This is an optimization exercise on Yosys and OpenROAD, whose aim is small area and a short achievable clock period, not a production implementation.
Function was checked by simulation only, so behaviour that the tests miss may differ from the original.

==> flow/design.v <==
package PARAMS_pkg;
    parameter INSTR_SIZE = 32;
    parameter ADDR_SIZE = 32;
    parameter WD_SIZE = 32;
    parameter INSTR_REG_SIZE = 5;
    parameter OPCODE_SIZE = 7;
    parameter FUNCT3_SIZE = 3;
    parameter FUNCT7_SIZE = 7;
    parameter IMM_I_SIZE = 12;
    parameter OPCODE_OP = 7'b0110011;  
    parameter OPCODE_IM = 7'b0010011;
    parameter OPCODE_LD = 7'b0000011;
    parameter OPCODE_ST = 7'b0100011;
    parameter OPCODE_BR = 7'b1100011;
    parameter OPCODE_JM = 7'b1101111;
    parameter F7_ADD = 7'b0;
    parameter F7_SUB = 7'b0100000;
    parameter F7_MULDIV = 7'b0000001;
    parameter F3_ADD = 3'b0;
    parameter F3_SUB = 3'b0;
    parameter F3_MUL = 3'b0;
    parameter F3_MULH = 3'b001;
    parameter F3_MULHSU = 3'b010;
    parameter F3_MULHU = 3'b011;
    parameter F3_DIV = 3'b100;
    parameter F3_DIVU = 3'b101;
    parameter F3_REM = 3'b110;
    parameter F3_REMU = 3'b111;
    parameter F3_LDB = 3'b0;
    parameter F3_LDW = 3'b010;
    parameter F3_STB = 3'b0;
    parameter F3_STW = 3'b010;
    parameter F3_BEQ = 3'b0;
    parameter F3_BNE = 3'b001;
    parameter F3_BLT = 3'b100;
    parameter F3_BGE = 3'b101;
    parameter F3_BLTU = 3'b110;
    parameter F3_BGEU = 3'b111;
    parameter MEM_ACCESS_BYTE = 3'b000;
    parameter MEM_ACCESS_HALF = 3'b001;
    parameter MEM_ACCESS_WORD = 3'b010;
    parameter RD = 1'b0;
    parameter WR = 1'b1;
    parameter BOOT_ADDR = 32'h00001000;
    parameter EXCEP_ADDR = 32'h00002000;
    parameter NOP_INSTR = { {{WD_SIZE-7}{1'b0}}, OPCODE_IM};  
    parameter CACHE_LINE_SIZE = 64;  
    parameter CACHE_NUM_LINES = 4;
endpackage
`timescale 1ns/1ps
module div_chain #(
    parameter integer K0 = 0,
    parameter integer K1 = 8
) (
    input  logic [(K0 > 0 ? K0 : 1)-1:0] r_i,
    input  logic [31:0] n_i,             
    input  logic [31:0] d_i,             
    output logic [K1-1:0] r_o,           
    output logic [K1-K0-1:0] q_o         
);
    logic [K1:K0][31:0] rr;
    if (K0 > 0) begin : g_rin
        assign rr[K0] = {{(32-K0){1'b0}}, r_i[K0-1:0]};
    end else begin : g_rzero
        assign rr[K0] = 32'b0;
    end
    for (genvar k = K0; k < K1; k++) begin : st
        localparam integer W = k + 1;
        logic [W-1:0] x;
        logic [W:0] diff;
        logic hnz, q;
        if (k == 0) begin : g_x0
            assign x = n_i[31];
        end else begin : g_xn
            assign x = {rr[k][k-1:0], n_i[31-k]};
        end
        assign diff = {1'b0, x} - {1'b0, d_i[W-1:0]};
        if (W < 32) begin : g_hi
            assign hnz = |d_i[31:W];
            assign rr[k+1][31:W] = '0;
        end else begin : g_nohi
            assign hnz = 1'b0;
        end
        assign q = ~diff[W] & ~hnz;
        assign rr[k+1][W-1:0] = q ? diff[W-1:0] : x;
        assign q_o[K1-1-k] = q;
    end
    assign r_o = rr[K1][K1-1:0];
endmodule
module md_rows #(
    parameter integer K0 = 12,
    parameter integer K1 = 22
) (
    input  logic div,                    
    input  logic [31:0] f_i,             
    input  logic [31:0] b_i,             
    input  logic [31:0] d_i,             
    input  logic [31:0] e_i,             
    input  logic k_i,                    
    output logic [31:0] f_o,             
    output logic [K1-K0-1:0] qs_o,       
    output logic [K1-K0-1:0] uc_o,       
    output logic [31:0] e_o,             
    output logic k_o
);
    logic [K1:K0][31:0] ff, ee;
    logic [K1:K0] kk;
    assign ff[K0] = f_i;
    assign ee[K0] = e_i;
    assign kk[K0] = k_i;
    for (genvar k = K0; k < K1; k++) begin : st
        localparam integer W = k + 1;
        logic [W-1:0] x, s, o;
        logic c, nhz, y, sel;
        assign y = b_i[31-k];
        if (k == 0) begin : g_x0
            assign x = y & div;
        end else begin : g_xn
            assign x = {ff[k][k-1:0], y & div};
        end
        assign o = ~d_i[W-1:0];
        logic [W+1:0] sum;
        assign sum = {1'b0, x, div} + {1'b0, o, div};
        assign s = sum[W:1];
        assign c = sum[W+1];
        if (W < 32) begin : g_hi
            assign nhz = div & ~|d_i[31:W];
        end else begin : g_nohi
            assign nhz = div;
        end
        assign sel = (c & nhz) | (~div & y);
        assign ff[k+1][W-1:0] = sel ? s : x;
        if (W < 32) begin : g_ff
            assign ff[k+1][31:W] = '0;
        end
        assign qs_o[K1-1-k] = div ? sel : ee[k][31];
        logic [32:W] kc;
        assign kc[W] = kk[k];
        for (genvar i = W; i < 32; i++) begin : ext
            assign {kc[i+1], ee[k+1][i]} = {1'b0, ee[k][i-1]} + {1'b0, ~d_i[i] & y} + {1'b0, kc[i]};
        end
        assign ee[k+1][W-1:0] = '0;
        assign uc_o[K1-1-k] = kc[32];
        assign kk[k+1] = c & y;
    end
    assign f_o = ff[K1];
    assign e_o = ee[K1];
    assign k_o = kk[K1];
endmodule
module cond_neg (
    input  logic [31:0] x,
    input  logic n,
    input  logic c,
    output logic [31:0] y
);
    logic [6*32-1:0] a;        
    assign a[31:0] = {~x[30:0], 1'b1};
    for (genvar l = 0; l < 5; l++) begin : lv
        for (genvar j = 0; j < 32; j++) begin : b
            if (j >= (1 << l)) begin : c2
                assign a[(l+1)*32+j] = a[l*32+j] & a[l*32+j-(1<<l)];
            end else begin : c1
                assign a[(l+1)*32+j] = a[l*32+j];
            end
        end
    end
    assign y = n ? (~x ^ ({32{c}} & a[5*32 +: 32])) : x;
endmodule
module booth_small (
    input  logic [32:0] x,
    input  logic [13:0] y,
    output logic [44:0] p
);
    logic [14:0] ys;
    assign ys = {{1{y[13]}}, y};
    logic [33:0] xs, x2;
    assign xs = {x[32], x};
    assign x2 = {x, 1'b0};
    logic one0, two0, neg0;
    assign one0 = ys[0] ^ 1'b0;
    assign two0 = (ys[1] & ~ys[0] & ~1'b0) | (~ys[1] & ys[0] & 1'b0);
    assign neg0 = ys[1];
    logic [33:0] pp0;
    assign pp0 = (({34{one0}} & xs) | ({34{two0}} & x2)) ^ {34{neg0}};
    logic one1, two1, neg1;
    assign one1 = ys[2] ^ ys[1];
    assign two1 = (ys[3] & ~ys[2] & ~ys[1]) | (~ys[3] & ys[2] & ys[1]);
    assign neg1 = ys[3];
    logic [33:0] pp1;
    assign pp1 = (({34{one1}} & xs) | ({34{two1}} & x2)) ^ {34{neg1}};
    logic one2, two2, neg2;
    assign one2 = ys[4] ^ ys[3];
    assign two2 = (ys[5] & ~ys[4] & ~ys[3]) | (~ys[5] & ys[4] & ys[3]);
    assign neg2 = ys[5];
    logic [33:0] pp2;
    assign pp2 = (({34{one2}} & xs) | ({34{two2}} & x2)) ^ {34{neg2}};
    logic one3, two3, neg3;
    assign one3 = ys[6] ^ ys[5];
    assign two3 = (ys[7] & ~ys[6] & ~ys[5]) | (~ys[7] & ys[6] & ys[5]);
    assign neg3 = ys[7];
    logic [33:0] pp3;
    assign pp3 = (({34{one3}} & xs) | ({34{two3}} & x2)) ^ {34{neg3}};
    logic one4, two4, neg4;
    assign one4 = ys[8] ^ ys[7];
    assign two4 = (ys[9] & ~ys[8] & ~ys[7]) | (~ys[9] & ys[8] & ys[7]);
    assign neg4 = ys[9];
    logic [33:0] pp4;
    assign pp4 = (({34{one4}} & xs) | ({34{two4}} & x2)) ^ {34{neg4}};
    logic one5, two5, neg5;
    assign one5 = ys[10] ^ ys[9];
    assign two5 = (ys[11] & ~ys[10] & ~ys[9]) | (~ys[11] & ys[10] & ys[9]);
    assign neg5 = ys[11];
    logic [33:0] pp5;
    assign pp5 = (({34{one5}} & xs) | ({34{two5}} & x2)) ^ {34{neg5}};
    logic one6, two6, neg6;
    assign one6 = ys[12] ^ ys[11];
    assign two6 = (ys[13] & ~ys[12] & ~ys[11]) | (~ys[13] & ys[12] & ys[11]);
    assign neg6 = ys[13];
    logic [33:0] pp6;
    assign pp6 = (({34{one6}} & xs) | ({34{two6}} & x2)) ^ {34{neg6}};
    logic t1, t2, t3, t4, t5, t6, t7, t8, t9, t10, t11, t12, t13, t14, t15, t16;
    logic t17, t18, t19, t20, t21, t22, t23, t24, t25, t26, t27, t28, t29, t30, t31, t32;
    logic t33, t34, t35, t36, t37, t38, t39, t40, t41, t42, t43, t44, t45, t46, t47, t48;
    logic t49, t50, t51, t52, t53, t54, t55, t56, t57, t58, t59, t60, t61, t62, t63, t64;
    logic t65, t66, t67, t68, t69, t70, t71, t72, t73, t74, t75, t76, t77, t78, t79, t80;
    logic t81, t82, t83, t84, t85, t86, t87, t88, t89, t90, t91, t92, t93, t94, t95, t96;
    logic t97, t98, t99, t100, t101, t102, t103, t104, t105, t106, t107, t108, t109, t110, t111, t112;
    logic t113, t114, t115, t116, t117, t118, t119, t120, t121, t122, t123, t124, t125, t126, t127, t128;
    logic t129, t130, t131, t132, t133, t134, t135, t136, t137, t138, t139, t140, t141, t142, t143, t144;
    logic t145, t146, t147, t148, t149, t150, t151, t152, t153, t154, t155, t156, t157, t158, t159, t160;
    logic t161, t162, t163, t164, t165, t166, t167, t168, t169, t170, t171, t172, t173, t174, t175, t176;
    logic t177, t178, t179, t180, t181, t182, t183, t184, t185, t186, t187, t188, t189, t190, t191, t192;
    logic t193, t194, t195, t196, t197, t198, t199, t200, t201, t202, t203, t204, t205, t206, t207, t208;
    logic t209, t210, t211, t212, t213, t214, t215, t216, t217, t218, t219, t220, t221, t222, t223, t224;
    logic t225, t226, t227, t228, t229, t230, t231, t232, t233, t234, t235, t236, t237, t238, t239, t240;
    logic t241, t242, t243, t244, t245, t246, t247, t248, t249, t250, t251, t252, t253, t254, t255, t256;
    logic t257, t258, t259, t260, t261, t262, t263, t264, t265, t266, t267, t268, t269, t270, t271, t272;
    logic t273, t274, t275, t276, t277, t278, t279, t280, t281, t282, t283, t284, t285, t286, t287, t288;
    logic t289, t290, t291, t292, t293, t294, t295, t296, t297, t298, t299, t300, t301, t302, t303, t304;
    logic t305, t306, t307, t308, t309, t310, t311, t312, t313, t314, t315, t316, t317, t318, t319, t320;
    logic t321, t322, t323, t324, t325, t326, t327, t328, t329, t330, t331, t332, t333, t334, t335, t336;
    logic t337, t338, t339, t340, t341, t342, t343, t344, t345, t346, t347, t348, t349, t350, t351, t352;
    logic t353, t354, t355, t356, t357, t358, t359, t360, t361, t362, t363, t364, t365, t366, t367, t368;
    logic t369, t370, t371, t372, t373, t374, t375, t376, t377, t378, t379, t380, t381, t382, t383, t384;
    logic t385, t386, t387, t388, t389, t390, t391, t392, t393, t394, t395, t396;
    assign {t2, t1} = {1'b0, pp0[10]} + {1'b0, pp1[8]};
    assign {t4, t3} = {1'b0, pp0[11]} + {1'b0, pp1[9]};
    assign {t6, t5} = {1'b0, pp0[12]} + {1'b0, pp1[10]} + {1'b0, pp2[8]};
    assign {t8, t7} = {1'b0, pp3[6]} + {1'b0, pp4[4]};
    assign {t10, t9} = {1'b0, pp0[13]} + {1'b0, pp1[11]} + {1'b0, pp2[9]};
    assign {t12, t11} = {1'b0, pp3[7]} + {1'b0, pp4[5]};
    assign {t14, t13} = {1'b0, pp0[14]} + {1'b0, pp1[12]} + {1'b0, pp2[10]};
    assign {t16, t15} = {1'b0, pp3[8]} + {1'b0, pp4[6]};
    assign {t18, t17} = {1'b0, pp0[15]} + {1'b0, pp1[13]} + {1'b0, pp2[11]};
    assign {t20, t19} = {1'b0, pp3[9]} + {1'b0, pp4[7]};
    assign {t22, t21} = {1'b0, pp0[16]} + {1'b0, pp1[14]} + {1'b0, pp2[12]};
    assign {t24, t23} = {1'b0, pp3[10]} + {1'b0, pp4[8]};
    assign {t26, t25} = {1'b0, pp0[17]} + {1'b0, pp1[15]} + {1'b0, pp2[13]};
    assign {t28, t27} = {1'b0, pp3[11]} + {1'b0, pp4[9]};
    assign {t30, t29} = {1'b0, pp0[18]} + {1'b0, pp1[16]} + {1'b0, pp2[14]};
    assign {t32, t31} = {1'b0, pp3[12]} + {1'b0, pp4[10]};
    assign {t34, t33} = {1'b0, pp0[19]} + {1'b0, pp1[17]} + {1'b0, pp2[15]};
    assign {t36, t35} = {1'b0, pp3[13]} + {1'b0, pp4[11]};
    assign {t38, t37} = {1'b0, pp0[20]} + {1'b0, pp1[18]} + {1'b0, pp2[16]};
    assign {t40, t39} = {1'b0, pp3[14]} + {1'b0, pp4[12]};
    assign {t42, t41} = {1'b0, pp0[21]} + {1'b0, pp1[19]} + {1'b0, pp2[17]};
    assign {t44, t43} = {1'b0, pp3[15]} + {1'b0, pp4[13]};
    assign {t46, t45} = {1'b0, pp0[22]} + {1'b0, pp1[20]} + {1'b0, pp2[18]};
    assign {t48, t47} = {1'b0, pp3[16]} + {1'b0, pp4[14]};
    assign {t50, t49} = {1'b0, pp0[23]} + {1'b0, pp1[21]} + {1'b0, pp2[19]};
    assign {t52, t51} = {1'b0, pp3[17]} + {1'b0, pp4[15]};
    assign {t54, t53} = {1'b0, pp0[24]} + {1'b0, pp1[22]} + {1'b0, pp2[20]};
    assign {t56, t55} = {1'b0, pp3[18]} + {1'b0, pp4[16]};
    assign {t58, t57} = {1'b0, pp0[25]} + {1'b0, pp1[23]} + {1'b0, pp2[21]};
    assign {t60, t59} = {1'b0, pp3[19]} + {1'b0, pp4[17]};
    assign {t62, t61} = {1'b0, pp0[26]} + {1'b0, pp1[24]} + {1'b0, pp2[22]};
    assign {t64, t63} = {1'b0, pp3[20]} + {1'b0, pp4[18]};
    assign {t66, t65} = {1'b0, pp0[27]} + {1'b0, pp1[25]} + {1'b0, pp2[23]};
    assign {t68, t67} = {1'b0, pp3[21]} + {1'b0, pp4[19]};
    assign {t70, t69} = {1'b0, pp0[28]} + {1'b0, pp1[26]} + {1'b0, pp2[24]};
    assign {t72, t71} = {1'b0, pp3[22]} + {1'b0, pp4[20]};
    assign {t74, t73} = {1'b0, pp0[29]} + {1'b0, pp1[27]} + {1'b0, pp2[25]};
    assign {t76, t75} = {1'b0, pp3[23]} + {1'b0, pp4[21]};
    assign {t78, t77} = {1'b0, pp0[30]} + {1'b0, pp1[28]} + {1'b0, pp2[26]};
    assign {t80, t79} = {1'b0, pp3[24]} + {1'b0, pp4[22]};
    assign {t82, t81} = {1'b0, pp0[31]} + {1'b0, pp1[29]} + {1'b0, pp2[27]};
    assign {t84, t83} = {1'b0, pp3[25]} + {1'b0, pp4[23]};
    assign {t86, t85} = {1'b0, pp0[32]} + {1'b0, pp1[30]} + {1'b0, pp2[28]};
    assign {t88, t87} = {1'b0, pp3[26]} + {1'b0, pp4[24]};
    assign {t90, t89} = {1'b0, ~pp0[33]} + {1'b0, pp1[31]} + {1'b0, pp2[29]};
    assign {t92, t91} = {1'b0, pp3[27]} + {1'b0, pp4[25]} + {1'b0, pp5[23]};
    assign {t94, t93} = {1'b0, pp1[32]} + {1'b0, pp2[30]} + {1'b0, pp3[28]};
    assign {t96, t95} = {1'b0, pp4[26]} + {1'b0, pp5[24]};
    assign {t98, t97} = {1'b0, ~pp1[33]} + {1'b0, pp2[31]} + {1'b0, pp3[29]};
    assign {t100, t99} = {1'b0, pp2[32]} + {1'b0, pp3[30]};
    assign {t102, t101} = {1'b0, pp0[6]} + {1'b0, pp1[4]};
    assign {t104, t103} = {1'b0, pp0[7]} + {1'b0, pp1[5]};
    assign {t106, t105} = {1'b0, pp0[8]} + {1'b0, pp1[6]} + {1'b0, pp2[4]};
    assign {t108, t107} = {1'b0, pp3[2]} + {1'b0, pp4[0]};
    assign {t110, t109} = {1'b0, pp0[9]} + {1'b0, pp1[7]} + {1'b0, pp2[5]};
    assign {t112, t111} = {1'b0, pp3[3]} + {1'b0, pp4[1]};
    assign {t114, t113} = {1'b0, t1} + {1'b0, pp2[6]} + {1'b0, pp3[4]};
    assign {t116, t115} = {1'b0, pp4[2]} + {1'b0, pp5[0]} + {1'b0, neg5};
    assign {t118, t117} = {1'b0, t3} + {1'b0, pp2[7]} + {1'b0, pp3[5]};
    assign {t120, t119} = {1'b0, pp4[3]} + {1'b0, pp5[1]} + {1'b0, t2};
    assign {t122, t121} = {1'b0, t5} + {1'b0, t7} + {1'b0, pp5[2]};
    assign {t124, t123} = {1'b0, pp6[0]} + {1'b0, neg6} + {1'b0, t4};
    assign {t126, t125} = {1'b0, t9} + {1'b0, t11} + {1'b0, pp5[3]};
    assign {t128, t127} = {1'b0, pp6[1]} + {1'b0, t6} + {1'b0, t8};
    assign {t130, t129} = {1'b0, t13} + {1'b0, t15} + {1'b0, pp5[4]};
    assign {t132, t131} = {1'b0, pp6[2]} + {1'b0, t10} + {1'b0, t12};
    assign {t134, t133} = {1'b0, t17} + {1'b0, t19} + {1'b0, pp5[5]};
    assign {t136, t135} = {1'b0, pp6[3]} + {1'b0, t14} + {1'b0, t16};
    assign {t138, t137} = {1'b0, t21} + {1'b0, t23} + {1'b0, pp5[6]};
    assign {t140, t139} = {1'b0, pp6[4]} + {1'b0, t18} + {1'b0, t20};
    assign {t142, t141} = {1'b0, t25} + {1'b0, t27} + {1'b0, pp5[7]};
    assign {t144, t143} = {1'b0, pp6[5]} + {1'b0, t22} + {1'b0, t24};
    assign {t146, t145} = {1'b0, t29} + {1'b0, t31} + {1'b0, pp5[8]};
    assign {t148, t147} = {1'b0, pp6[6]} + {1'b0, t26} + {1'b0, t28};
    assign {t150, t149} = {1'b0, t33} + {1'b0, t35} + {1'b0, pp5[9]};
    assign {t152, t151} = {1'b0, pp6[7]} + {1'b0, t30} + {1'b0, t32};
    assign {t154, t153} = {1'b0, t37} + {1'b0, t39} + {1'b0, pp5[10]};
    assign {t156, t155} = {1'b0, pp6[8]} + {1'b0, t34} + {1'b0, t36};
    assign {t158, t157} = {1'b0, t41} + {1'b0, t43} + {1'b0, pp5[11]};
    assign {t160, t159} = {1'b0, pp6[9]} + {1'b0, t38} + {1'b0, t40};
    assign {t162, t161} = {1'b0, t45} + {1'b0, t47} + {1'b0, pp5[12]};
    assign {t164, t163} = {1'b0, pp6[10]} + {1'b0, t42} + {1'b0, t44};
    assign {t166, t165} = {1'b0, t49} + {1'b0, t51} + {1'b0, pp5[13]};
    assign {t168, t167} = {1'b0, pp6[11]} + {1'b0, t46} + {1'b0, t48};
    assign {t170, t169} = {1'b0, t53} + {1'b0, t55} + {1'b0, pp5[14]};
    assign {t172, t171} = {1'b0, pp6[12]} + {1'b0, t50} + {1'b0, t52};
    assign {t174, t173} = {1'b0, t57} + {1'b0, t59} + {1'b0, pp5[15]};
    assign {t176, t175} = {1'b0, pp6[13]} + {1'b0, t54} + {1'b0, t56};
    assign {t178, t177} = {1'b0, t61} + {1'b0, t63} + {1'b0, pp5[16]};
    assign {t180, t179} = {1'b0, pp6[14]} + {1'b0, t58} + {1'b0, t60};
    assign {t182, t181} = {1'b0, t65} + {1'b0, t67} + {1'b0, pp5[17]};
    assign {t184, t183} = {1'b0, pp6[15]} + {1'b0, t62} + {1'b0, t64};
    assign {t186, t185} = {1'b0, t69} + {1'b0, t71} + {1'b0, pp5[18]};
    assign {t188, t187} = {1'b0, pp6[16]} + {1'b0, t66} + {1'b0, t68};
    assign {t190, t189} = {1'b0, t73} + {1'b0, t75} + {1'b0, pp5[19]};
    assign {t192, t191} = {1'b0, pp6[17]} + {1'b0, t70} + {1'b0, t72};
    assign {t194, t193} = {1'b0, t77} + {1'b0, t79} + {1'b0, pp5[20]};
    assign {t196, t195} = {1'b0, pp6[18]} + {1'b0, t74} + {1'b0, t76};
    assign {t198, t197} = {1'b0, t81} + {1'b0, t83} + {1'b0, pp5[21]};
    assign {t200, t199} = {1'b0, pp6[19]} + {1'b0, t78} + {1'b0, t80};
    assign {t202, t201} = {1'b0, t85} + {1'b0, t87} + {1'b0, pp5[22]};
    assign {t204, t203} = {1'b0, pp6[20]} + {1'b0, t82} + {1'b0, t84};
    assign {t206, t205} = {1'b0, t89} + {1'b0, t91} + {1'b0, pp6[21]};
    assign {t208, t207} = {1'b0, 1'b1} + {1'b0, t86} + {1'b0, t88};
    assign {t210, t209} = {1'b0, t93} + {1'b0, t95} + {1'b0, pp6[22]};
    assign {t212, t211} = {1'b0, 1'b1} + {1'b0, t90} + {1'b0, t92};
    assign {t214, t213} = {1'b0, t97} + {1'b0, pp4[27]} + {1'b0, pp5[25]};
    assign {t216, t215} = {1'b0, pp6[23]} + {1'b0, t94} + {1'b0, t96};
    assign {t218, t217} = {1'b0, t99} + {1'b0, pp4[28]} + {1'b0, pp5[26]};
    assign {t220, t219} = {1'b0, pp6[24]} + {1'b0, 1'b1} + {1'b0, t98};
    assign {t222, t221} = {1'b0, ~pp2[33]} + {1'b0, pp3[31]} + {1'b0, pp4[29]};
    assign {t224, t223} = {1'b0, pp5[27]} + {1'b0, pp6[25]} + {1'b0, t100};
    assign {t226, t225} = {1'b0, pp3[32]} + {1'b0, pp4[30]} + {1'b0, pp5[28]};
    assign {t228, t227} = {1'b0, pp6[26]} + {1'b0, 1'b1};
    assign {t230, t229} = {1'b0, ~pp3[33]} + {1'b0, pp4[31]} + {1'b0, pp5[29]};
    assign {t232, t231} = {1'b0, pp4[32]} + {1'b0, pp5[30]};
    assign {t234, t233} = {1'b0, pp0[4]} + {1'b0, pp1[2]};
    assign {t236, t235} = {1'b0, pp0[5]} + {1'b0, pp1[3]};
    assign {t238, t237} = {1'b0, t101} + {1'b0, pp2[2]} + {1'b0, pp3[0]};
    assign {t240, t239} = {1'b0, t103} + {1'b0, pp2[3]} + {1'b0, pp3[1]};
    assign {t242, t241} = {1'b0, t105} + {1'b0, t107} + {1'b0, neg4};
    assign {t244, t243} = {1'b0, t109} + {1'b0, t111} + {1'b0, t106};
    assign {t246, t245} = {1'b0, t113} + {1'b0, t115} + {1'b0, t110};
    assign {t248, t247} = {1'b0, t117} + {1'b0, t119} + {1'b0, t114};
    assign {t250, t249} = {1'b0, t121} + {1'b0, t123} + {1'b0, t118};
    assign {t252, t251} = {1'b0, t125} + {1'b0, t127} + {1'b0, t122};
    assign {t254, t253} = {1'b0, t129} + {1'b0, t131} + {1'b0, t126};
    assign {t256, t255} = {1'b0, t133} + {1'b0, t135} + {1'b0, t130};
    assign {t258, t257} = {1'b0, t137} + {1'b0, t139} + {1'b0, t134};
    assign {t260, t259} = {1'b0, t141} + {1'b0, t143} + {1'b0, t138};
    assign {t262, t261} = {1'b0, t145} + {1'b0, t147} + {1'b0, t142};
    assign {t264, t263} = {1'b0, t149} + {1'b0, t151} + {1'b0, t146};
    assign {t266, t265} = {1'b0, t153} + {1'b0, t155} + {1'b0, t150};
    assign {t268, t267} = {1'b0, t157} + {1'b0, t159} + {1'b0, t154};
    assign {t270, t269} = {1'b0, t161} + {1'b0, t163} + {1'b0, t158};
    assign {t272, t271} = {1'b0, t165} + {1'b0, t167} + {1'b0, t162};
    assign {t274, t273} = {1'b0, t169} + {1'b0, t171} + {1'b0, t166};
    assign {t276, t275} = {1'b0, t173} + {1'b0, t175} + {1'b0, t170};
    assign {t278, t277} = {1'b0, t177} + {1'b0, t179} + {1'b0, t174};
    assign {t280, t279} = {1'b0, t181} + {1'b0, t183} + {1'b0, t178};
    assign {t282, t281} = {1'b0, t185} + {1'b0, t187} + {1'b0, t182};
    assign {t284, t283} = {1'b0, t189} + {1'b0, t191} + {1'b0, t186};
    assign {t286, t285} = {1'b0, t193} + {1'b0, t195} + {1'b0, t190};
    assign {t288, t287} = {1'b0, t197} + {1'b0, t199} + {1'b0, t194};
    assign {t290, t289} = {1'b0, t201} + {1'b0, t203} + {1'b0, t198};
    assign {t292, t291} = {1'b0, t205} + {1'b0, t207} + {1'b0, t202};
    assign {t294, t293} = {1'b0, t209} + {1'b0, t211} + {1'b0, t206};
    assign {t296, t295} = {1'b0, t213} + {1'b0, t215} + {1'b0, t210};
    assign {t298, t297} = {1'b0, t217} + {1'b0, t219} + {1'b0, t214};
    assign {t300, t299} = {1'b0, t221} + {1'b0, t223} + {1'b0, t218};
    assign {t302, t301} = {1'b0, t225} + {1'b0, t227} + {1'b0, t222};
    assign {t304, t303} = {1'b0, t229} + {1'b0, pp6[27]} + {1'b0, t226};
    assign {t306, t305} = {1'b0, t231} + {1'b0, pp6[28]} + {1'b0, 1'b1};
    assign {t308, t307} = {1'b0, ~pp4[33]} + {1'b0, pp5[31]} + {1'b0, pp6[29]};
    assign {t310, t309} = {1'b0, pp5[32]} + {1'b0, pp6[30]};
    assign {t312, t311} = {1'b0, pp0[2]} + {1'b0, pp1[0]};
    assign {t314, t313} = {1'b0, pp0[3]} + {1'b0, pp1[1]};
    assign {t316, t315} = {1'b0, t233} + {1'b0, pp2[0]} + {1'b0, neg2};
    assign {t318, t317} = {1'b0, t235} + {1'b0, pp2[1]} + {1'b0, t234};
    assign {t320, t319} = {1'b0, t237} + {1'b0, neg3} + {1'b0, t236};
    assign {t322, t321} = {1'b0, t239} + {1'b0, t102} + {1'b0, t238};
    assign {t324, t323} = {1'b0, t241} + {1'b0, t104} + {1'b0, t240};
    assign {t326, t325} = {1'b0, t243} + {1'b0, t108} + {1'b0, t242};
    assign {t328, t327} = {1'b0, t245} + {1'b0, t112} + {1'b0, t244};
    assign {t330, t329} = {1'b0, t247} + {1'b0, t116} + {1'b0, t246};
    assign {t332, t331} = {1'b0, t249} + {1'b0, t120} + {1'b0, t248};
    assign {t334, t333} = {1'b0, t251} + {1'b0, t124} + {1'b0, t250};
    assign {t336, t335} = {1'b0, t253} + {1'b0, t128} + {1'b0, t252};
    assign {t338, t337} = {1'b0, t255} + {1'b0, t132} + {1'b0, t254};
    assign {t340, t339} = {1'b0, t257} + {1'b0, t136} + {1'b0, t256};
    assign {t342, t341} = {1'b0, t259} + {1'b0, t140} + {1'b0, t258};
    assign {t344, t343} = {1'b0, t261} + {1'b0, t144} + {1'b0, t260};
    assign {t346, t345} = {1'b0, t263} + {1'b0, t148} + {1'b0, t262};
    assign {t348, t347} = {1'b0, t265} + {1'b0, t152} + {1'b0, t264};
    assign {t350, t349} = {1'b0, t267} + {1'b0, t156} + {1'b0, t266};
    assign {t352, t351} = {1'b0, t269} + {1'b0, t160} + {1'b0, t268};
    assign {t354, t353} = {1'b0, t271} + {1'b0, t164} + {1'b0, t270};
    assign {t356, t355} = {1'b0, t273} + {1'b0, t168} + {1'b0, t272};
    assign {t358, t357} = {1'b0, t275} + {1'b0, t172} + {1'b0, t274};
    assign {t360, t359} = {1'b0, t277} + {1'b0, t176} + {1'b0, t276};
    assign {t362, t361} = {1'b0, t279} + {1'b0, t180} + {1'b0, t278};
    assign {t364, t363} = {1'b0, t281} + {1'b0, t184} + {1'b0, t280};
    assign {t366, t365} = {1'b0, t283} + {1'b0, t188} + {1'b0, t282};
    assign {t368, t367} = {1'b0, t285} + {1'b0, t192} + {1'b0, t284};
    assign {t370, t369} = {1'b0, t287} + {1'b0, t196} + {1'b0, t286};
    assign {t372, t371} = {1'b0, t289} + {1'b0, t200} + {1'b0, t288};
    assign {t374, t373} = {1'b0, t291} + {1'b0, t204} + {1'b0, t290};
    assign {t376, t375} = {1'b0, t293} + {1'b0, t208} + {1'b0, t292};
    assign {t378, t377} = {1'b0, t295} + {1'b0, t212} + {1'b0, t294};
    assign {t380, t379} = {1'b0, t297} + {1'b0, t216} + {1'b0, t296};
    assign {t382, t381} = {1'b0, t299} + {1'b0, t220} + {1'b0, t298};
    assign {t384, t383} = {1'b0, t301} + {1'b0, t224} + {1'b0, t300};
    assign {t386, t385} = {1'b0, t303} + {1'b0, t228} + {1'b0, t302};
    assign {t388, t387} = {1'b0, t305} + {1'b0, t230} + {1'b0, t304};
    assign {t390, t389} = {1'b0, t307} + {1'b0, t232} + {1'b0, t306};
    assign {t392, t391} = {1'b0, t309} + {1'b0, 1'b1} + {1'b0, t308};
    assign {t394, t393} = {1'b0, ~pp5[33]} + {1'b0, pp6[31]} + {1'b0, t310};
    assign {t396, t395} = {1'b0, pp6[32]} + {1'b0, 1'b1};
    logic [44:0] sa, sb;
    assign sa[0] = pp0[0];
    assign sb[0] = neg0;
    assign sa[1] = pp0[1];
    assign sb[1] = 1'b0;
    assign sa[2] = t311;
    assign sb[2] = neg1;
    assign sa[3] = t313;
    assign sb[3] = t312;
    assign sa[4] = t315;
    assign sb[4] = t314;
    assign sa[5] = t317;
    assign sb[5] = t316;
    assign sa[6] = t319;
    assign sb[6] = t318;
    assign sa[7] = t321;
    assign sb[7] = t320;
    assign sa[8] = t323;
    assign sb[8] = t322;
    assign sa[9] = t325;
    assign sb[9] = t324;
    assign sa[10] = t327;
    assign sb[10] = t326;
    assign sa[11] = t329;
    assign sb[11] = t328;
    assign sa[12] = t331;
    assign sb[12] = t330;
    assign sa[13] = t333;
    assign sb[13] = t332;
    assign sa[14] = t335;
    assign sb[14] = t334;
    assign sa[15] = t337;
    assign sb[15] = t336;
    assign sa[16] = t339;
    assign sb[16] = t338;
    assign sa[17] = t341;
    assign sb[17] = t340;
    assign sa[18] = t343;
    assign sb[18] = t342;
    assign sa[19] = t345;
    assign sb[19] = t344;
    assign sa[20] = t347;
    assign sb[20] = t346;
    assign sa[21] = t349;
    assign sb[21] = t348;
    assign sa[22] = t351;
    assign sb[22] = t350;
    assign sa[23] = t353;
    assign sb[23] = t352;
    assign sa[24] = t355;
    assign sb[24] = t354;
    assign sa[25] = t357;
    assign sb[25] = t356;
    assign sa[26] = t359;
    assign sb[26] = t358;
    assign sa[27] = t361;
    assign sb[27] = t360;
    assign sa[28] = t363;
    assign sb[28] = t362;
    assign sa[29] = t365;
    assign sb[29] = t364;
    assign sa[30] = t367;
    assign sb[30] = t366;
    assign sa[31] = t369;
    assign sb[31] = t368;
    assign sa[32] = t371;
    assign sb[32] = t370;
    assign sa[33] = t373;
    assign sb[33] = t372;
    assign sa[34] = t375;
    assign sb[34] = t374;
    assign sa[35] = t377;
    assign sb[35] = t376;
    assign sa[36] = t379;
    assign sb[36] = t378;
    assign sa[37] = t381;
    assign sb[37] = t380;
    assign sa[38] = t383;
    assign sb[38] = t382;
    assign sa[39] = t385;
    assign sb[39] = t384;
    assign sa[40] = t387;
    assign sb[40] = t386;
    assign sa[41] = t389;
    assign sb[41] = t388;
    assign sa[42] = t391;
    assign sb[42] = t390;
    assign sa[43] = t393;
    assign sb[43] = t392;
    assign sa[44] = t395;
    assign sb[44] = t394;
    assign p = sa + sb;
endmodule
`timescale 1ns/1ps
import PARAMS_pkg::*;
module mult_div_pipe (
    input clk,
    input reset_n,
    input logic op_i,
    input logic [FUNCT7_SIZE-1:0] funct7_i,
    input logic [FUNCT3_SIZE-1:0] funct3_i,
    input logic [WD_SIZE-1:0] op1_data_i,
    input logic [WD_SIZE-1:0] op2_data_i,
    input logic [INSTR_REG_SIZE-1:0] rd_i,
    input logic ctrl_reg_write_i,
    output logic [INSTR_REG_SIZE-1:0] rd_m0_o,
    output logic [INSTR_REG_SIZE-1:0] rd_m1_o,
    output logic [INSTR_REG_SIZE-1:0] rd_m2_o,
    output logic [INSTR_REG_SIZE-1:0] rd_m3_o,
    output logic [WD_SIZE-1:0] bypass_ml_data_o,
    output logic bypass_ctrl_reg_write_ml_o,
    output logic [INSTR_REG_SIZE-1:0] rd_o,
    output logic ctrl_reg_write_o,
    output logic valid_result_o,
    output logic [WD_SIZE-1:0] result_o
);
localparam integer K1 = 13;    
localparam integer K2 = 22;    
logic sa_i, sb_i;
assign sa_i = funct3_i[2] ? ~funct3_i[0] : (funct3_i[1] ^ funct3_i[0]);
assign sb_i = funct3_i[2] ? ~funct3_i[0] : (funct3_i[1:0] == 2'b01);
logic v0, w0, na0, nb0;
logic [4:0] rd0;
logic [2:0] f0;
logic [31:0] a0, b0;
always_ff @(posedge clk) begin
    a0 <= op1_data_i;
    b0 <= op2_data_i;
    f0 <= funct3_i;
    na0 <= sa_i & op1_data_i[31];
    nb0 <= sb_i & op2_data_i[31];
    if (!reset_n) begin
        v0 <= 1'b0;
        w0 <= 1'b0;
        rd0 <= 5'b0;
    end else begin
        v0 <= op_i && (funct7_i == F7_MULDIV) && ctrl_reg_write_i;
        w0 <= ctrl_reg_write_i;
        rd0 <= ctrl_reg_write_i ? rd_i : 5'b0;
    end
end
logic [31:0] ua0, ub0;
cond_neg nga (.x (a0), .n (na0), .c (1'b1), .y (ua0));
cond_neg ngb (.x (b0), .n (nb0), .c (1'b1), .y (ub0));
logic [31+K1:0] ph;
booth_small bm (.x ({1'b0, ua0}), .y ({1'b0, ub0[31:32-K1]}), .p (ph));
logic [K1-1:0] r1_d, q1_d;
div_chain #(.K0(0), .K1(K1)) dc1 (
    .r_i (1'b0), .n_i (ua0), .d_i (ub0), .r_o (r1_d), .q_o (q1_d)
);
logic bz, neg;
assign bz = (ub0 == 32'b0);
assign neg = ~f0[2] ? (na0 ^ nb0) : f0[1] ? na0 : (na0 ^ nb0) & ~bz;
logic v1, w1, div1, neg1, low1;
logic [4:0] rd1;
logic [K1-1:0] r1, q1;
logic [31:K1] e1;
logic [31-K1:0] n1;
logic [31:0] d1;
always_ff @(posedge clk) begin
    r1 <= f0[2] ? r1_d : ph[K1-1:0];
    q1 <= f0[2] ? q1_d : ph[31+K1:32];
    e1 <= ph[31:K1];
    n1 <= f0[2] ? ua0[31-K1:0] : ub0[31-K1:0];
    d1 <= f0[2] ? ub0 : ~ua0;
    div1 <= f0[2];
    neg1 <= neg;
    low1 <= f0[2] ? f0[1] : (f0[1:0] == 2'b00);
    if (!reset_n) begin
        v1 <= 1'b0;
        w1 <= 1'b0;
        rd1 <= 5'b0;
    end else begin
        v1 <= v0;
        w1 <= w0;
        rd1 <= rd0;
    end
end
logic [31:0] f2_d, e2_d;
logic [K2-K1-1:0] qs2_d, uc2_d;
logic k2_d;
md_rows #(.K0(K1), .K1(K2)) mr2 (
    .div (div1), .f_i ({{(32-K1){1'b0}}, r1}), .b_i ({{K1{1'b0}}, n1}), .d_i (d1),
    .e_i ({e1, {K1{1'b0}}}), .k_i (1'b0),
    .f_o (f2_d), .qs_o (qs2_d), .uc_o (uc2_d), .e_o (e2_d), .k_o (k2_d)
);
logic v2, w2, div2, neg2, low2, k2;
logic [4:0] rd2;
logic [K2-1:0] f2, qs2;
logic [K2-K1-1:0] uc2;
logic [31:K2] e2;
logic [31-K2:0] n2;
logic [31:0] d2;
always_ff @(posedge clk) begin
    f2 <= f2_d[K2-1:0];
    qs2 <= {q1, qs2_d};
    uc2 <= uc2_d;
    e2 <= e2_d[31:K2];
    k2 <= k2_d;
    n2 <= n1[31-K2:0];
    d2 <= d1;
    div2 <= div1;
    neg2 <= neg1;
    low2 <= low1;
    if (!reset_n) begin
        v2 <= 1'b0;
        w2 <= 1'b0;
        rd2 <= 5'b0;
    end else begin
        v2 <= v1;
        w2 <= w1;
        rd2 <= rd1;
    end
end
logic [31:0] f3_d, e3_d;
logic [31-K2:0] qs3_d, uc3_d;
logic k3_d;
md_rows #(.K0(K2), .K1(32)) mr3 (
    .div (div2), .f_i ({{(32-K2){1'b0}}, f2}), .b_i ({{K2{1'b0}}, n2}), .d_i (d2),
    .e_i ({e2, {K2{1'b0}}}), .k_i (k2),
    .f_o (f3_d), .qs_o (qs3_d), .uc_o (uc3_d), .e_o (e3_d), .k_o (k3_d)
);
logic [31:0] qs3, hi3, ures, res3_d;
assign qs3 = {qs2, qs3_d};
assign hi3 = qs3 + {{K1{1'b0}}, uc2, uc3_d} + {31'b0, k3_d};
assign ures = low2 ? f3_d : div2 ? qs3 : hi3;
logic cin;
assign cin = neg2 & (div2 | (f3_d == 32'b0));
cond_neg ngr (.x (ures), .n (neg2), .c (cin), .y (res3_d));
logic v3, w3, v4, w4;
logic [4:0] rd3, rd4;
logic [31:0] res3, res4;
always_ff @(posedge clk) begin
    res3 <= res3_d;
    res4 <= res3;
    if (!reset_n) begin
        v3 <= 1'b0;
        w3 <= 1'b0;
        rd3 <= 5'b0;
        v4 <= 1'b0;
        w4 <= 1'b0;
        rd4 <= 5'b0;
    end else begin
        v3 <= v2;
        w3 <= w2;
        rd3 <= rd2;
        v4 <= v3;
        w4 <= w3;
        rd4 <= rd3;
    end
end
assign rd_m0_o = rd0;
assign rd_m1_o = rd1;
assign rd_m2_o = rd2;
assign rd_m3_o = rd3;
assign bypass_ml_data_o = res3;
assign bypass_ctrl_reg_write_ml_o = w3;
assign rd_o = rd4;
assign ctrl_reg_write_o = w4;
assign valid_result_o = v4;
assign result_o = res4;
endmodule
==> flow/flow/run.sh <==
#!/bin/bash
# The standard layout, with two changes to how it is made:
# - repair_timing is asked to leave a setup margin, so that it shortens the
#   register-to-register paths well below the clock period;
# - the port buffers are buf_4 cells instead of the delay buffers that
#   buffer_ports picks by default.
# The clock period, the I/O delays and every other constraint are unchanged;
# every port still gets its own buffer.
set -euo pipefail
export SETUP_SLACK_MARGIN=90
export BUFFER_PORTS_ARGS="-buffer_cell sky130_fd_sc_hd__buf_4"
bash standard.sh > standard_flow.log 2>&1
==> flow/standard.sh <==
#!/bin/bash
# synth_recipe.tcl (not shown) runs the flow's synth.tcl, then flattens the netlist and writes it again
# the make line also repeats each setting of config.mk as NAME=value (left out here)
make -C /OpenROAD-flow-scripts/flow DESIGN_CONFIG=/design/flow/config.mk WORK_HOME=/design/flow/orfs CLKGATE_MAP_FILE= SYNTH_SCRIPT=/design/flow/synth_recipe.tcl "${@:-finish}"
==> flow/config.mk <==
export PLATFORM = sky130hd
export DESIGN_NAME = mult_div_pipe
export DESIGN_NICKNAME = mult_div_pipe
export VERILOG_FILES = /design/flow/design.v
export SDC_FILE = /design/flow/constraint.sdc
export NUM_CORES = 4
export LEC_CHECK = 0
export ABC_AREA = 1
export CAP_MARGIN = 20
export CORE_MARGIN = 2
export CORE_UTILIZATION = 55
export SLEW_MARGIN = 20
==> flow/constraint.sdc <==
create_clock -name core_clock -period 115.0 [get_ports {clk}]
set_input_delay 23.0000 -clock core_clock [delete_from_list [all_inputs] [get_ports {clk}]]
set_output_delay 23.0000 -clock core_clock [all_outputs]
set_load 0.01 [all_outputs]
==> results of run 1 <==
## per-stage QoR
step           area, µm²  hold slack, ns
6_report           71300           0.323
3_5_place_dp       65600           0.313
4_1_cts            68500           0.320
3_3_place_gp       65600           0.311
2_1_floorplan      63100           0.310
5_1_grt            71300           0.330
## worst min path at each step
| stage | from | endpoint | slack (ns) | cells after the start |
|---|---|---|---|---|
| finish | q1[0] | qs2[9] | 0.32 | 0 |
| global route | n1[7] | n2[7] | 0.33 | 0 |
| CTS | q1[0] | qs2[9] | 0.32 | 0 |
| detailed placement | n1[9] | n2[9] | 0.31 | 0 |
| global placement | low1 | low2 | 0.31 | 0 |
| floorplan | low1 | low2 | 0.31 | 0 |
## cells in the final DEF (no fill, tap or decap), types with 90 or more instances in the layout
| cell | instances |
|---|---|
| o21ai_1 | 90 |
| nand3_2 | 139 |
| nor2_1 | 641 |
| xor2_1 | 512 |
| dfxtp_1 | 365 |
| buf_4 | 416 |
| nand3_1 | 533 |
| o22ai_1 | 215 |
| a21oi_1 | 564 |
| inv_1 | 1265 |
| xnor2_1 | 175 |
| nand2_1 | 2289 |
| o21ai_0 | 304 |
| fa_1 | 345 |
| nand2_2 | 108 |
| ha_1 | 601 |
## logic make-up (layout without fill, tap and decap cells)
logic type               Yosys count  count (layout)  synth area share (%)
adder cells (fa/ha/maj)          998             998                  24.0
other                              0               4                     0
multiplexers                       1               1                0.0178
flip-flops                       376             376                  11.9
XOR/XNOR                         695             695                  9.69
AND/OR/NAND/NOR                 4191            4197                  29.5
AO/OA/AOI/OAI                   1618            1623                  14.9
buffers and inverters           1610            1891                  10.0
## per-layer routing
| layer | vias up | share of wire, % |
|---|---|---|
| met5 | - | 0.058 |
| met4 | 4 | 6.5 |
| met3 | 698 | 8.7 |
| met2 | 2975 | 44 |
| met1 | 30665 | 41 |
| li1 | 31413 | - |
## area by class of cell
cell class / count / share of cell area, %
tap: 1512 / 2.65
sequential: 376 / 10.6
clock inverter: 24 / 0.395
multi-input combinational: 7514 / 72.0
timing repair buffer: 446 / 5.12
inverter: 1363 / 7.59
antenna: 4 / 0.0140
timing repair inverter: 9 / 0.0930
clock buffer: 49 / 1.56
## cells in the mapped netlist (34+ instances only)
cell type,count,area (µm²)
nand3_1,551,2760
fa_1,356,7130
nand2_2,66,413
o21bai_1,64,480
dfxtp_1,376,7530
o21ai_1,94,470
nor3_1,73,365
o22ai_1,215,1350
o21ai_0,347,1740
xnor2_1,176,1540
ha_1,642,8030
a21oi_1,613,3070
nor4_1,42,263
nor2_1,668,2510
or2_2,81,507
xor2_1,515,4510
inv_1,1311,4920
nand3_2,125,1250
and2_1,63,394
clkbuf_1,147,552
buf_2,41,205
inv_2,42,158
nand3b_1,34,255
nand4_1,81,507
nand2_1,2346,8810
## registers in the layout, indices dropped and copies added (netlist names), 22 cells and up
register and count:
b0 32, res3 32, f2 22, qs2 22
a0 32, d1 32, res4 32, d2 32
## what timing repair did
action | in CTS | in global routing
gates resized for setup | 194 | 376
buffers inserted | 77 | 129
hold buffers | 0 | 0
cloned | 10 | 16
endpoints found under the setup margin | 84 | 77
pin swaps | 24 | 126
==> impl_results.md, run 1 <==
* First-pass GRT wire length at 353000 µm
* Warnings, synthesis at 1
* Die width at 343 µm
* Final setup violating endpoints at 0
* Starting Density at 55.3%
* Std cell rows at 124
* H-tree depth at 2
* CTS tree: yes
* Final max-slew violation count at 0
* Clock root buffer: clkbuf_16
* Final wirelength at 236000 µm
* Fin crit share at 21.0%
* CP max-delay cell: dfxtp_1
* Sequential cell area fraction in the yosys report at 11.9%
* Reg-to-Reg Start: b0[0]
* Crit path max fanout at 2
* Crit path launch type: flip-flop
* Setup ws final at 90.84 ns
* Total GRT Usage at 38.4%
* DR vias/cell at 5.82
* Total gr overflow at 0
* HP Class: reg2reg
* EDFF count, synth at 0
* Die Area at 117000 µm²
* Clock Path Buffers at 3
* WP buf/inv at 1
* Req. time, crit path at 92.00 ns
* Worst Setup End Kind: output port
* GR peak layer: met2
* Vias in the first global route at 61907
* Final net count at 10832
* Routed via count at 65755
* Slew headroom at 24.4%
* Most common flop cell mapped by yosys: dfxtp_1
* Routing usage on met2 at 61.6%
* Share of synthesized registers carrying an async set or reset at 0%
* Max incr delay on CP at 0.42 ns
* Final core utilization at 62.5%
* Crit-path cells: buf_4
* Worst setup path endpoint: bypass_ml_data_o[3]
* Reg area at 7560 µm²
* Non-Filler Instances at 11297
* DP Worst Slack at 82.93 ns
* Register-to-Register Path Depth at 164
* Number of routed nets with antenna violations at 0
* Filler cell count at 10917
* Mapped cell area at 63100 µm²
* Worst Setup SP: res3[3]
* Layout cell share with drive strength beyond 1 at 13.5%
* GR Util met1 at 48.7%
* Fmax at 41.4 MHz
* Synth Area per Inst at 6.65 µm²
* Top Family by Delay on Critical Path: flip-flops
* Worst Max-Slew Pin Slew at 1.13 ns
* Area added between synthesis and finish at 13.0%
* DRC at 0
* Yosys cell types at 78
* Crit path arrival time at 1.16 ns
* Status: finished clean
* Inst Count DP at 10988
* Number of I/O port buffers at 174
* Critical R2R Capture: r1[5]
* Die height at 343 µm
* #FFs+latches synth at 376
* # IOs at 175
* CTS buffer count at 41
* Final clock skew at 0.0353 ns
* Detailed placement HPWL at 183000 µm
* FF-to-FF setup slack at 91.23 ns
* Post-route setup TNS at 0 ns
* WS Path Type: reg2out
* M3 GR Usage at 7.09%
* Worst-Skew Late Latency at 0.62 ns
* WP depth at 1
* Clock transition at path regs at 0.07 ns
* Synth Instances at 9489
* Final Hold Fails at 0
* Gpl congestion at 1.02
* Max_cap viols at 0
* DR pass1 iterations at 8
* Synth Net Count at 10570
* Period minus WS final at 24.16 ns
* DR iter-0 viols at 6074
* Initial antenna violation count at 5
* Largest net degree at the start of global routing at 82
* Core area at 114000 µm²
* Unrepaired setup endpoints after global routing: no
* Area of the multi-input gates at 51300 µm²
* Clk sinks at 376
* Drt wl/cell at 20.9 µm
==> inputs of run 2 (changes only) <==
--- a/flow/flow/run.sh
+++ b/flow/flow/run.sh
@@ -8,5 +8,5 @@
 # every port still gets its own buffer.
 set -euo pipefail
-export SETUP_SLACK_MARGIN=90
+export SETUP_SLACK_MARGIN=89
 export BUFFER_PORTS_ARGS="-buffer_cell sky130_fd_sc_hd__buf_4"
 bash standard.sh > standard_flow.log 2>&1
==> impl_results.md, run 2 <==
* Status: finished clean
* Drt wl/cell at 20.7 µm
* Critical Path Most Common Cell: nand2_1
* CTS tree: yes
* Clock root buffer: clkbuf_16
* Final Hold Fails at 0
* Leading area contributor after synthesis: nand2_1
* Crit path max fanout at 15
* Max_cap viols at 0
* Top Family by Delay on Critical Path: compound AO/OA/AOI/OAI gates
* Crit path arrival time at 25.09 ns
* WS Path Type: reg2reg
* Fmax at 40.6 MHz
* Slew headroom at 25.0%
* Register-to-Register Path Depth at 160
* Warnings, synthesis at 1
* Die Area at 117000 µm²
* Non-Filler Instances at 11242
* CP max-delay cell: fa_1
* Vias in the first global route at 61591
* Top cells by count, synth: nand2_1, inv_1, nor2_1, ha_1, a21oi_1
* Total GRT Usage at 38.1%
* H-tree depth at 2
* Max incr delay on CP at 0.47 ns
* Clock transition at path regs at 0.07 ns
* First-pass GRT wire length at 351000 µm
* # hold bufs at CTS at 0
* Synth Instances at 9489
* Core area at 114000 µm²
* Layout cell share with drive strength beyond 1 at 11.9%
* Reg-to-Reg Start: d1[2]
* Commonest non-fill, non-tap cells in the layout: nand2_1, inv_1, nor2_1
* Final wirelength at 233000 µm
* Share of synthesized registers carrying an async set or reset at 0%
* Clk sinks at 376
* Worst-Skew Late Latency at 0.61 ns
* Post-route setup TNS at 0 ns
* HP Class: reg2reg
* Die width at 343 µm
* Final setup violating endpoints at 0
* Synth Area per Inst at 6.65 µm²
* Req. time, crit path at 115.46 ns
* Period minus WS final at 24.63 ns
* Mapped cell area at 63100 µm²
* Inst Count DP at 10988
* Top post-synthesis cells by area: nand2_1, ha_1, dfxtp_1, fa_1, inv_1
* Unrepaired setup endpoints after global routing: no
* Yosys cell types at 78
* Top-count cell post-synth: nand2_1
* Starting Density at 55.3%
* Number of routed nets with antenna violations at 0
* FF-to-FF setup slack at 90.37 ns
* Die height at 343 µm
* Commonest non-fill, non-tap cell in the layout: nand2_1
* Final net count at 10779
* Worst Setup End Kind: flip-flop
* Critical R2R Capture: e2[31]
* Largest net degree at the start of global routing at 82
* Routed via count at 65224
* Detailed placement HPWL at 183000 µm
* Worst Setup SP: d1[2]
* Crit path launch type: flip-flop
* DR pass1 iterations at 6
* Sequential cell area fraction in the yosys report at 11.9%
* WP depth at 160
* Number of I/O port buffers at 174
* Fin crit share at 21.4%
* DRC at 0
* Initial antenna violation count at 6
* Worst setup path endpoint: e2[31]
* Most common flop cell mapped by yosys: dfxtp_1
* CTS buffer count at 41
* Final max-slew violation count at 0
* WP buf/inv at 19
* Gpl congestion at 1.02
* # IOs at 175
* Area added between synthesis and finish at 11.0%
* Share of the synthesized area in the top cell type at 14.0%
* Worst Max-Slew Pin Slew at 1.12 ns
* Clock Path Buffers at 3
* Synth Net Count at 10570
* Std cell rows at 124
* DR iter-0 viols at 5962
* #FFs+latches synth at 376
* Total gr overflow at 0
* EDFF count, synth at 0
* DR vias/cell at 5.80
* Final clock skew at 0.0355 ns
run 2: how the worst min path moves through the flow:
stage	cells after the start	end	slack [ns]	startpoint
3_3_place_gp	0	low2	0.31	low1
5_1_grt	0	n2[7]	0.33	n1[7]
3_5_place_dp	0	n2[9]	0.31	n1[9]
6_report	0	qs2[9]	0.32	q1[0]
2_1_floorplan	0	low2	0.31	low1
4_1_cts	0	qs2[9]	0.32	q1[0]
run 2: area by class of cell:
cell class                      count  area, µm²
Antenna cell                        2       5.00
Fill cell                       11077      44000
Timing Repair inverter              6       37.5
Clock inverter                     24        282
Tap cell                         1512       1890
Sequential cell                   376       7550
Clock buffer                       49       1120
Inverter                         1363       5390
Timing Repair Buffer              401       3230
Multi-Input combinational cell   7509      50600
run 2: worst register-to-register path: cells and delay by family, from the launching register on:
kind | cells | cell delay, ns
buffers and inverters | 19 | 2.54
AND/OR/NAND/NOR | 63 | 5.94
adder cells (fa/ha/maj) | 18 | 6.82
flip-flops | 1 | 0.37
AO/OA/AOI/OAI | 60 | 8.82
run 2: cells by family after synthesis:
logic type / after synthesis / share of synthesized area, %
adders and majority gates: 998 / 24.0
xor gates and xnor gates: 695 / 9.69
muxes: 1 / 0.0178
AOI/OAI and AO/OA: 1618 / 14.9
and+or+nand+nor: 4191 / 29.5
buffers and inverters: 1610 / 10.0
DFF: 376 / 11.9
run 2: layer usage:
| layer | wire, µm | global-route usage, % | part of all wire (%) |
|---|---|---|---|
| met5 | 13 | 0 | 0.0056 |
| met4 | 14900 | 20.4 | 6.4 |
| met2 | 104000 | 61.4 | 44 |
| met1 | 95400 | 48.7 | 41 |
| met3 | 19400 | 6.64 | 8.3 |
run 2: per-stage QoR:
step	instance area [µm²]	utilization (%)	setup slack, ns	hold slack [ns]
floorplan	63100	-	91.30	0.310
global placement	65600	57.6	83.35	0.311
detailed placement	65600	57.6	82.93	0.313
CTS	68000	59.7	88.98	0.320
global route	70100	61.4	88.74	0.330
finish	70100	61.5	90.37	0.322
run 2: repair_timing:
action,CTS,global route
endpoints found under the setup margin,83,77
resized for setup,117,275
gates cloned,7,9
setup buffers,63,100
pin swaps,10,68
==> inputs of run 3 (changes only) <==
--- a/flow/flow/run.sh
+++ b/flow/flow/run.sh
@@ -8,5 +8,5 @@
 # every port still gets its own buffer.
 set -euo pipefail
-export SETUP_SLACK_MARGIN=89
+export SETUP_SLACK_MARGIN=90
 export BUFFER_PORTS_ARGS="-buffer_cell sky130_fd_sc_hd__buf_4"
 bash standard.sh > standard_flow.log 2>&1
--- a/flow/config.mk
+++ b/flow/config.mk
@@ -10,3 +10,4 @@
 export CORE_MARGIN = 2
 export CORE_UTILIZATION = 55
+export GPL_ROUTABILITY_DRIVEN = 0
 export SLEW_MARGIN = 20
==> impl_results.md, run 3 <==
* Unrepaired setup endpoints after global routing: yes
* Commonest non-fill, non-tap cells in the layout: nand2_1, inv_1, nor2_1
* Core area at 114000 µm²
* Synth Area per Inst at 6.65 µm²
* Met3 WL post-DR at 19900 µm
* #FFs+latches synth at 376
* DR vias/cell at 5.79
* WP buf/inv at 1
* Warnings, synthesis at 1
* DR iter-0 viols at 5485
* Total GRT Usage at 38.0%
* CP max-delay cell: dfxtp_1
* Crit-path cells: buf_4
* Final setup violating endpoints at 0
* Post-route setup TNS at 0 ns
* Synth Net Count at 10570
* Number of routed nets with antenna violations at 0
* CTS tree: yes
* Clock Path Buffers at 3
* Worst-Skew Late Latency at 0.63 ns
* Starting Density at 55.3%
* Std cell rows at 124
* Fin crit share at 21.1%
* Mapped cell area at 63100 µm²
* HP Class: reg2reg
* Fmax at 41.3 MHz
* Final Hold Fails at 0
* Final core utilization at 61.9%
* Crit path launch type: flip-flop
* CTS buffer count at 42
* Yosys cell types at 78
* Area added between synthesis and finish at 11.9%
* Clock root buffer: clkbuf_16
* Top cells by count, synth: nand2_1, inv_1, nor2_1, ha_1, a21oi_1
* Routed via count at 65152
* Drt wl/cell at 20.6 µm
* First-pass GRT wire length at 349000 µm
* Number of I/O port buffers at 174
* Leading area contributor after synthesis: nand2_1
* Die height at 343 µm
* Initial antenna violation count at 3
* Die Area at 117000 µm²
* Met2 WL at 102000 µm
* Inst Count DP at 11000
* Vias in the first global route at 61465
* Commonest non-fill, non-tap cell in the layout: nand2_1
* Period minus WS final at 24.22 ns
* Die width at 343 µm
* Req. time, crit path at 92.00 ns
* Clk sinks at 376
* Most common flop cell mapped by yosys: dfxtp_1
* Worst Max-Slew Pin Slew at 1.11 ns
* H-tree depth at 2
* # IOs at 175
* Slew headroom at 26.1%
* Top Family by Delay on Critical Path: flip-flops
* Clock transition at path regs at 0.06 ns
* Detailed placement HPWL at 182000 µm
* DRC at 0
* Final clock skew at 0.0337 ns
* Met1 wire length at 94600 µm
* Final net count at 10788
* Crit path arrival time at 1.22 ns
* Top post-synthesis cells by area: nand2_1, ha_1, dfxtp_1, fa_1, inv_1
* EDFF count, synth at 0
* Top-count cell post-synth: nand2_1
* Placed instance area at 65700 µm²
* Crit path max fanout at 2
* Max_cap viols at 0
* DR pass1 iterations at 6
* Worst Setup End Kind: output port
* Sequential cell area fraction in the yosys report at 11.9%
* Final max-slew violation count at 0
* Final wirelength at 232000 µm
* Finished layout cell area at 70600 µm²
* Status: finished clean
* Total gr overflow at 0
* Max Used Layer: met5
* Share of the synthesized area in the top cell type at 14.0%
* Synth Instances at 9489
* Non-Filler Instances at 11254
* Layout cell share with drive strength beyond 1 at 12.7%
* # hold bufs at CTS at 0
* Share of synthesized registers carrying an async set or reset at 0%
* Largest net degree at the start of global routing at 62
* WS Path Type: reg2out
* Max incr delay on CP at 0.44 ns
## run 3: worst paths after layout
path	startpoint	to	slack, ns	depth (start not counted)
setup reg to reg	d1[3]	e2[31]	91.21	159
hold / removal	n1[9]	n2[9]	0.32	0
setup / recovery	res3[28]	bypass_ml_data_o[28]	90.78	1
hold reg to reg	n1[9]	n2[9]	0.32	0
## run 3: per-stage QoR
stage / setup WS [ns] / hold WS, ns
6_report: 90.78 / 0.325
2_1_floorplan: 91.30 / 0.310
4_1_cts: 89.98 / 0.325
5_1_grt: 89.69 / 0.328
3_5_place_dp: 83.09 / 0.312
3_3_place_gp: 83.19 / 0.311
## run 3: layout make-up
type	count	area (µm²)
sequential	376	7560
tap	1512	1890
inverter	1363	5410
multi-input combinational	7513	51000
clock inverter	24	279
antenna	3	7.51
clock buffer	52	1130
fill	11045	43400
timing repair inverter	6	42.5
timing repair buffer	405	3270
## run 3: cell families after synthesis
| kind of cell | after synthesis | synth area share, % |
|---|---|---|
| multiplexers | 1 | 0.0178 |
| buffers and inverters | 1610 | 10.0 |
| XOR/XNOR | 695 | 9.69 |
| flip-flops | 376 | 11.9 |
| adder cells (fa/ha/maj) | 998 | 24.0 |
| AO/OA/AOI/OAI | 1618 | 14.9 |
| AND/OR/NAND/NOR | 4191 | 29.5 |
## run 3: routing by layer
layer,vias up,global-route usage [%]
met5,-,0
met4,4,21.9
met3,747,6.82
met2,2769,60.4
met1,30277,48.4
li1,31355,-
## run 3: repair_timing
action                                  in CTS  in global routing
pin swaps                                   17                109
cloned                                       6                 14
endpoints found under the setup margin      84                 76
resized for setup                          171                327
buffers inserted                            65                 90
==> inputs of run 4 (changes only) <==
--- a/flow/design.v
+++ b/flow/design.v
@@ -167,4 +167,34 @@
     assign y = n ? (~x ^ ({32{c}} & a[5*32 +: 32])) : x;
 endmodule
+module sk_add #(
+    parameter integer W = 8
+) (
+    input  logic [W-1:0] x,
+    input  logic [W-1:0] y,
+    input  logic ci,
+    output logic [W-1:0] s,
+    output logic co
+);
+    localparam integer N = W + 1;            
+    localparam integer L = (N <= 2) ? 1 : (N <= 4) ? 2 : (N <= 8) ? 3 : (N <= 16) ? 4 :
+                           (N <= 32) ? 5 : (N <= 64) ? 6 : 7;
+    logic [(L+1)*N-1:0] g, p;                
+    assign g[N-1:0] = {x & y, ci};
+    assign p[N-1:0] = {x ^ y, 1'b0};
+    for (genvar l = 0; l < L; l++) begin : lv
+        for (genvar j = 0; j < N; j++) begin : b
+            if (((j >> l) & 1) == 1) begin : c
+                localparam integer K = ((j >> l) << l) - 1;
+                assign g[(l+1)*N+j] = g[l*N+j] | (p[l*N+j] & g[l*N+K]);
+                assign p[(l+1)*N+j] = p[l*N+j] & p[l*N+K];
+            end else begin : n
+                assign g[(l+1)*N+j] = g[l*N+j];
+                assign p[(l+1)*N+j] = p[l*N+j];
+            end
+        end
+    end
+    assign s = p[W:1] ^ g[L*N +: W];
+    assign co = g[L*N+W];
+endmodule
 module booth_small (
     input  logic [32:0] x,
@@ -533,5 +563,6 @@
     assign sa[44] = t395;
     assign sb[44] = t394;
-    assign p = sa + sb;
+    logic co;
+    sk_add #(.W(45)) fin (.x (sa), .y (sb), .ci (1'b0), .s (p), .co (co));
 endmodule
 `timescale 1ns/1ps
--- a/flow/config.mk
+++ b/flow/config.mk
@@ -10,4 +10,3 @@
 export CORE_MARGIN = 2
 export CORE_UTILIZATION = 55
-export GPL_ROUTABILITY_DRIVEN = 0
 export SLEW_MARGIN = 20
==> impl_results.md, run 4 <==
* Status: finished clean
* Sequential cell area fraction in the yosys report at 12.3%
* Area added between synthesis and finish at 14.6%
* DR pass1 iterations at 8
* Final wirelength at 222000 µm
* Top Family by Delay on Critical Path: flip-flops
* Worst Setup End Kind: output port
* DR vias/cell at 5.74
* Synth Net Count at 10391
* Yosys cell types at 73
* Period minus WS final at 24.25 ns
* Clock root buffer: clkbuf_16
* Slew headroom at 17.7%
* Vias in the first global route at 60185
* Critical R2R Capture: r1[5]
* Max_cap viols at 0
* Final clock skew at 0.0418 ns
* Warnings, synthesis at 1
* Final Hold Fails at 0
* Leading area contributor after synthesis: nand2_1
* CTS buffer count at 39
* Number of I/O port buffers at 174
* Clock transition at path regs at 0.07 ns
* CTS tree: yes
* Routed via count at 63656
* Top post-synthesis cells by area: nand2_1, ha_1, dfxtp_1, fa_1, inv_1
* First-pass GRT wire length at 333000 µm
* Crit-path cells: buf_4
* DRC at 0
* Commonest non-fill, non-tap cells in the layout: nand2_1, inv_1, nor2_1
* FF-to-FF setup slack at 91.19 ns
* Detailed placement HPWL at 172000 µm
* Crit path arrival time at 1.25 ns
* CP max-delay cell: dfxtp_1
* Crit path launch type: flip-flop
* Req. time, crit path at 92.00 ns
* Worst-Skew Late Latency at 0.61 ns
* Core area at 111000 µm²
* Hold Crit Depth at 0
* Synth Area per Inst at 6.57 µm²
* EDFF count, synth at 0
* Clock Path Buffers at 3
* Reg-to-Reg Start: b0[0]
* Drt wl/cell at 20.0 µm
* WP depth at 1
* Std cell rows at 122
* Largest net degree at the start of global routing at 90
* Synth Instances at 9305
* Hold Startpoint: q1[3]
* Gpl congestion at 1.04
* Final setup violating endpoints at 0
* # IOs at 175
* #FFs+latches synth at 376
* Fin crit share at 21.1%
* Clk sinks at 376
* Most common flop cell mapped by yosys: dfxtp_1
* Max incr delay on CP at 0.46 ns
* Starting Density at 55.3%
* Crit path max fanout at 2
* Layout cell share with drive strength beyond 1 at 12.3%
* Die Area at 114000 µm²
* Share of the synthesized area in the top cell type at 14.4%
* Post-route setup TNS at 0 ns
* Worst Max-Slew Pin Slew at 1.23 ns
* Register-to-Register Path Depth at 164
* Fmax at 41.2 MHz
* Final net count at 10659
* Hold slack at 0.321 ns
* Commonest non-fill, non-tap cell in the layout: nand2_1
* Unrepaired setup endpoints after global routing: yes
* Total gr overflow at 0
* Initial antenna violation count at 3
* WHS Endpoint: qs2[12]
* Total GRT Usage at 37.3%
* Die width at 337 µm
* Final core utilization at 63.4%
* Final max-slew violation count at 0
* Die height at 337 µm
* HP Class: reg2reg
* Mapped cell area at 61100 µm²
* Top cells by count, synth: nand2_1, inv_1, ha_1, nor2_1, nand3_1
* DR iter-0 viols at 5570
* H-tree depth at 2
* WP buf/inv at 1
* Top-count cell post-synth: nand2_1
* Number of routed nets with antenna violations at 0
* WS Path Type: reg2out
* Share of synthesized registers carrying an async set or reset at 0%
[run 4: cell families (layout without fill, tap and decap cells)]
family	Yosys count	in the layout	share of synthesized area (%)
buffers and inverters	1636	1924	10.3
adder cells (fa/ha/maj)	1003	1003	25.0
flip-flops	376	376	12.3
AO/OA/AOI/OAI	1590	1593	14.9
other	0	2	0
multiplexers	2	2	0.0348
XOR/XNOR	696	696	10.0
AND/OR/NAND/NOR	4002	4008	27.6
[run 4: through the flow]
| step | std cells | setup slack (ns) | instance area [µm²] |
|---|---|---|---|
| 6_report | 11092 | 90.75 | 70100 |
| 3_3_place_gp | 10782 | 80.52 | 63800 |
| 3_5_place_dp | 10782 | 80.37 | 63800 |
| 2_1_floorplan | 9305 | 90.91 | 61100 |
| 5_1_grt | 11090 | 89.70 | 70100 |
| 4_1_cts | 10952 | 90.02 | 66900 |
[run 4: cell type report]
cell class,instances,area [µm²]
timing repair inverter,10,62.6
inverter,1377,5380
antenna,2,5.00
sequential,376,7550
clock inverter,24,333
fill,10505,40400
timing repair buffer,467,4000
clock buffer,46,1040
multi-input combinational,7302,49800
tap,1488,1860
[run 4: worst max-delay path by stage]
stage | from | endpoint | slack [ns]
6_report | res3[4] | bypass_ml_data_o[4] | 90.75
5_1_grt | b0[0] | r1[4] | 89.70
4_1_cts | d2[13] | res3[29] | 90.02
3_5_place_dp | d1[0] | f2[2] | 80.37
3_3_place_gp | d1[0] | f2[2] | 80.52
2_1_floorplan | div1 | e2[31] | 90.91
[run 4: what timing repair did]
| action | CTS | global route |
|---|---|---|
| gates resized for setup | 234 | 465 |
| setup endpoints to repair | 86 | 77 |
| hold buffers | 0 | 0 |
| gates cloned | 13 | 22 |
| setup buffers | 87 | 115 |
| endpoints found under the hold margin | 0 | 0 |
| pin swaps | 38 | 131 |
[run 4: metal layers]
layer,vias to the layer above,GRT usage (%),routed length [µm]
met5,-,0,10
met1,29516,44.5,86000
met2,2708,62.3,102000
li1,30718,-,-
met3,712,5.98,17000
met4,2,24.0,16700

re-timing with driven ports:
In the flow no input, the clock included, has a driving cell. The finished layouts below were timed again as built, in two steps. Step 1 sets driving cells, clkbuf_16 on the clock port and buf_2 on the other inputs (assumed; they add their load-dependent delay and slew). Step 2, shift: input delay + t, output delay - t, t = (earliest + latest rising clock arrival at the registers) / 2. This alone moves slack from input paths to output paths. Three values: ideal ports, drivers, drivers and shift; two values: the first two.
run | shift t [ns] | slack for setup (ns) | clock arrival spread, ns | worst data-port slew with drivers (ns) | cell pins on the clock port's net
run 1 | 0.667 | 90.838 / 90.769 / 90.987 | 0.039 / 0.039 | 0.11 | 1
run 2 | 0.674 | 90.370 / 90.370 / 90.370 | 0.039 / 0.039 | 0.11 | 1
run 3 | 0.683 | 90.778 / 90.703 / 91.007 | 0.037 / 0.037 | 0.11 | 1
run 4 | 0.656 | 90.754 / 90.686 / 90.910 | 0.043 / 0.042 | 0.05 | 1
After both steps setup and hold are still met in every run listed.
